Context: an optimization exercise on an open-source flow, tuned for small area, a short achievable clock period and few clock cycles per item. The choices shown serve that exercise and are no tape-out recipe. Function was not checked in any run shown here: the RTL went through the layout flow alone.

==> flow/design.v (outline; a module is shown in full before it is edited, if it fits) <==
// module add_sub: 7 lines
// module multi: 1766 lines
// module benc: 5 lines
// module fa: 4 lines
// module ha: 4 lines
module multi #(parameter N = 32) (a,b,clk,out,load,done);
  // ...
==> flow/run.sh <==
#!/bin/bash
# synth_recipe.tcl (not shown) runs the flow's synth.tcl, then flattens the netlist and writes it again
# the make line also repeats each setting of config.mk as NAME=value (left out here)
make -C /OpenROAD-flow-scripts/flow DESIGN_CONFIG=/design/flow/config.mk WORK_HOME=/design/flow/orfs CLKGATE_MAP_FILE= SYNTH_SCRIPT=/design/flow/synth_recipe.tcl finish
==> flow/config.mk <==
export PLATFORM = sky130hd
export DESIGN_NAME = multi
export DESIGN_NICKNAME = multi
export VERILOG_FILES = /design/flow/design.v
export SDC_FILE = /design/flow/constraint.sdc
export NUM_CORES = 4
export LEC_CHECK = 0
export ABC_AREA = 1
export CAP_MARGIN = 20
export CORE_MARGIN = 2
export CORE_UTILIZATION = 45
export SLEW_MARGIN = 20
export SYNTH_HIERARCHICAL = 1
==> flow/constraint.sdc <==
create_clock -name core_clock -period 4.0 [get_ports {clk}]
set_input_delay 0.8000 -clock core_clock [delete_from_list [all_inputs] [get_ports {clk}]]
set_output_delay 0.8000 -clock core_clock [all_outputs]
set_load 0.01 [all_outputs]
==> results.ini, run 1 <==
[yosys]
synth_top_family_by_area=adder cells
synth_mux_area_share_pct=0
avgSynthCellArea_sq_um=8.62
ys_types=33
yosysTopAreaCell=fa_1
synth_edf_count=181
syn_inst=3584
synth_xor_area_share_pct=16.7

[timing]
setup_viol=1
maxSlewHeadroom_pct=53.4
hold_violations=0
min_period_over_period_pct=100
fin_ws_ns=-0.0193

[detailed_routing]
wirelength_um=105000
vias=26696
via_per_inst=5.56
dr.pass1.iters=6
dr.max_layer_used=met4
wl_met1_um=43900
wl_per_cell_um=21.9
antenna_left=0

[outcome]
status=complete, but fails checks
violatedChecks=negative setup slack

[min_path]
hold_path_class=in -> reg
min-delay-start=load

[floorplan]
core_area_sq_mm=0.0683
ioPinCount=131

[global_route]
grt_util_met2_pct=47.4

[layout]
final_area_sq_mm=0.0384
diodes=0
syn_to_final_growth_pct=24.3
stdcell_count=4801

[setup_path]
path_cells=fa_2 -> ha_4 -> nand2_2 -> inv_1 -> nand2_1 -> nand2_2 -> o21bai_1 -> nand2_2 -> nand2_1 -> nand2_2 -> buf_4 -> nand2_1 -> nand3_1 -> nand2_2 -> clkdlybuf4s15_2

[cts]
path_clk_slew_ns=0.08

==> run 2: changes to the inputs <==
--- a/flow/config.mk
+++ b/flow/config.mk
@@ -8,6 +8,6 @@
 export ABC_AREA = 1
 export CAP_MARGIN = 20
 export CORE_MARGIN = 2
-export CORE_UTILIZATION = 45
+export CORE_UTILIZATION = 50
 export SLEW_MARGIN = 20
 export SYNTH_HIERARCHICAL = 1
==> run 2 against run 1 <==
Against the previous run:
- global-route usage grew 4.8 points
- count of clock-buffer cells in the layout is the same
- worst setup slack gained 0.0095 ns
- still fails the layout checks on negative setup slack
- design area grew 0.70%
- via count grew 1.7%
- first-iteration DRC count shrank 13%
==> results.ini, run 2 <==
[yosys]
avgSynthCellArea_sq_um=8.62  ; unchanged
yosys.cell_count.top_type=nand2_1  ; unchanged
synth_top_family_by_area=adder cells  ; unchanged
ys_types=33  ; unchanged
synth-compound-area-share_pct=11.3  ; unchanged
ys_seq_area_share_pct=17.6  ; unchanged
async_flop_share_pct=0  ; unchanged
synth_area_leaders=fa_1, edfxtp_1, xor2_1  ; unchanged
synth_edf_count=181  ; unchanged
synth-adder-area-share_pct=32.1  ; unchanged
synth_mux_area_share_pct=0  ; unchanged
synthFlopType=edfxtp_1  ; unchanged
yosysTopAreaCell=fa_1  ; unchanged
synth_xor_area_share_pct=16.7  ; unchanged
syn_inst=3584  ; unchanged
syn_area_sq_mm=0.0309  ; unchanged
ys_warn_count=7  ; unchanged
synth_top_area_share_pct=27.5  ; unchanged
synth-seq-cells=181  ; unchanged
synth_common_cells=nand2_1, xor2_1, inv_1  ; unchanged
yosys.area_share.simple_pct=12.0  ; unchanged

[timing]
min_period_over_period_pct=100  ; about the same
drv_slew=0  ; unchanged
hold-worst-slack_ns=0.810  ; was 0.839 ns
hold_violations=0  ; unchanged
tightest_slew_ns=0.709  ; was 0.699 ns
min_period_ns=4.01  ; was 4.02 ns
maxSlewHeadroom_pct=52.7  ; was 53.4%
fmax_mhz=249  ; about the same
fin_ws_ns=-0.00979  ; was -0.0193 ns
setup_viol=1  ; unchanged
rsz0062_at_grt=true  ; unchanged

[job]
drv_cap=0  ; unchanged

[floorplan]
ioPinCount=131  ; unchanged
die_area_sq_mm=0.0638  ; was 0.0708 sq mm
core_area_sq_mm=0.0614  ; was 0.0683 sq mm
start_util_pct=50.4  ; was 45.2%
die_width_um=253  ; was 266 um
core.rowCount=91  ; was 96
fp.dieH_um=253  ; was 266 um

[placement]
place_congestion=0.967  ; about the same
port_buffers=129  ; unchanged
dp_hpwl_um=89500  ; was 84600 um
place_inst=4653  ; was 4720
pre_cts_ws_ns=-0.855  ; was -0.863 ns

[layout]
final_common_cell=nand2_1  ; unchanged
largest_reg_flops=181  ; unchanged
most-common-layout-cells=nand2_1, xor2_1, inv_1  ; unchanged
drive_gt1_share_pct=24.2  ; was 22.9%
regMostFlops=r  ; unchanged
biggestRegsByFlops=r x181  ; unchanged
register_area_sq_mm=0.00544  ; unchanged
syn_to_final_growth_pct=25.1  ; was 24.3%
nets=4537  ; was 4509
nFillCells=5264  ; was 6151
postLayoutCoreUtil_pct=63.0  ; was 56.2%
stdcell_count=4738  ; was 4801
multi_input_area_sq_mm=0.0244  ; was 0.0241 sq mm

[setup_path]
start_kind=primary input  ; was flip-flop
crit_type=in -> reg  ; was reg -> out
worstPathRequired_ns=4.21  ; was 3.20 ns
cp_max_fo=4  ; unchanged
endpoint_kind=flip-flop  ; was primary output
cp.arrival_ns=4.22  ; was 3.22 ns

[cts]
cts_root_buf=clkbuf_16  ; unchanged
cts_made_buffers=17  ; unchanged
cts.sinks=181  ; unchanged
htree_num_levels=4  ; unchanged
cts_buffer_depth=2  ; unchanged
path_clk_slew_ns=0.08  ; about the same
cts_tree=built  ; unchanged
ctsHoldBuffers=0  ; unchanged

[global_route]
grt_pass1_wl_um=164000  ; was 158000 um
grt_pass1_vias=27267  ; was 26343
grt_max_degree=66  ; was 70
grt_overflow_total=0  ; unchanged
grt_usage_pct=34.4  ; was 29.5%
antenna_found_initial=0  ; was 1

[detailed_routing]
vias=27158  ; was 26696
antenna_left=0  ; unchanged
via_per_inst=5.73  ; was 5.56
drc=0  ; unchanged
wirelength_um=111000  ; was 105000 um
drt-initial-drc-count=2561  ; was 2936
dr.pass1.iters=5  ; was 6
wl_per_cell_um=23.3  ; was 21.9 um

[min_path]
hold_path_class=in -> reg  ; unchanged

[outcome]
violatedChecks=negative setup slack  ; unchanged
status=complete, but fails checks  ; unchanged

[run 2: cell counts after synthesis]
Identical to the previous run, type by type.
[run 2: what timing repair did]
action	4_1_cts	5_1_grt
pin swaps	78	126
gates cloned	0	4
setup endpoints to repair	111	102
setup buffers	13	36
resized for setup	317	342
[run 2: path summary, 6_finish.rpt]
path              startpoint  slack [ns]  cells past startpoint     end
setup / recovery        b[2]       -0.01                     12  r[102]
hold / removal          load        0.81                      1    r[5]
[run 2: logic make-up after synthesis]
| logic type | Yosys count |
|---|---|
| buf+inv | 799 |
| compound gates | 569 |
| flops | 181 |
| other cells | 2 |
| simple gates | 905 |
| xor+xnor | 591 |
| fa+ha+maj | 537 |
[run 2: metrics by stage]
step,setup TNS [ns],instance area [sq um]
final,-0.00979,38700
after floorplan,-0.0578,31100
after detailed placement,-53.72,35600
after CTS,-0.0668,37300
after global placement,-49.40,35600
after global routing,-0.460,38700
[run 2: routing by layer]
layer | up-vias | part of all wire [%] | track usage, %
li1 | 12221 | - | -
met1 | 13417 | 42 | 47.2
met2 | 1297 | 46 | 54.9
met3 | 223 | 8.3 | 5.68
met4 | 0 | 4.1 | 12.3
met5 | - | 0 | 0
[run 2: modules after synthesis, one instance, submodules excluded]
module  copies in the design  cells
benc                      32      8
fa                       425      1
ha                        39      1
multi                      1   2864
[run 2: final cells by class]
type,instances,area share (%)
multi-input combinational,2609,63.0
sequential,181,14.1
timing repair buffer,582,13.6
inverter,543,5.32
tap,790,2.56
clock buffer,17,1.10
clock inverter,15,0.356
antenna,1,0.00647
[run 2: worst max-delay path: stages]
cell	delay [ns]
clkdlybuf4s15_1	0.25
inv_1	0.07
nand3_1	0.07
nand2_1	0.11
o21ai_0	0.25
xor2_1	0.17
buf_4	0.16
fa_2	0.46
fa_1	0.53
fa_2	0.46
fa_2	0.40
fa_1	0.48

==> static timing again, ports no longer ideal <==
In the flow no input, the clock included, has a driving cell. The finished layouts below were timed again as built, in two steps. Step 1 sets driving cells, clkbuf_16 on the clock port and buf_2 on the other inputs (assumed; they add their load-dependent delay and slew). Step 2 also shifts input and output timing later by t, the mid clock arrival at the registers, as if the neighbouring blocks saw the same clock. Slacks: ideal ports / drivers / drivers and shift; pairs: ideal ports / drivers.
run	t, ns	setup slack, ns	worst setup path after step 2	slew at the worst register clock pin (ns)
run 1	0.516	-0.019 / -0.081 / -0.449	input to register	0.08 / 0.08
run 2	0.518	-0.010 / 0.012 / -0.506	input to register	0.08 / 0.08
The setup slack of run 2, which loses most, moves by +0.022 ns with the drivers and by -0.496 ns with both steps.
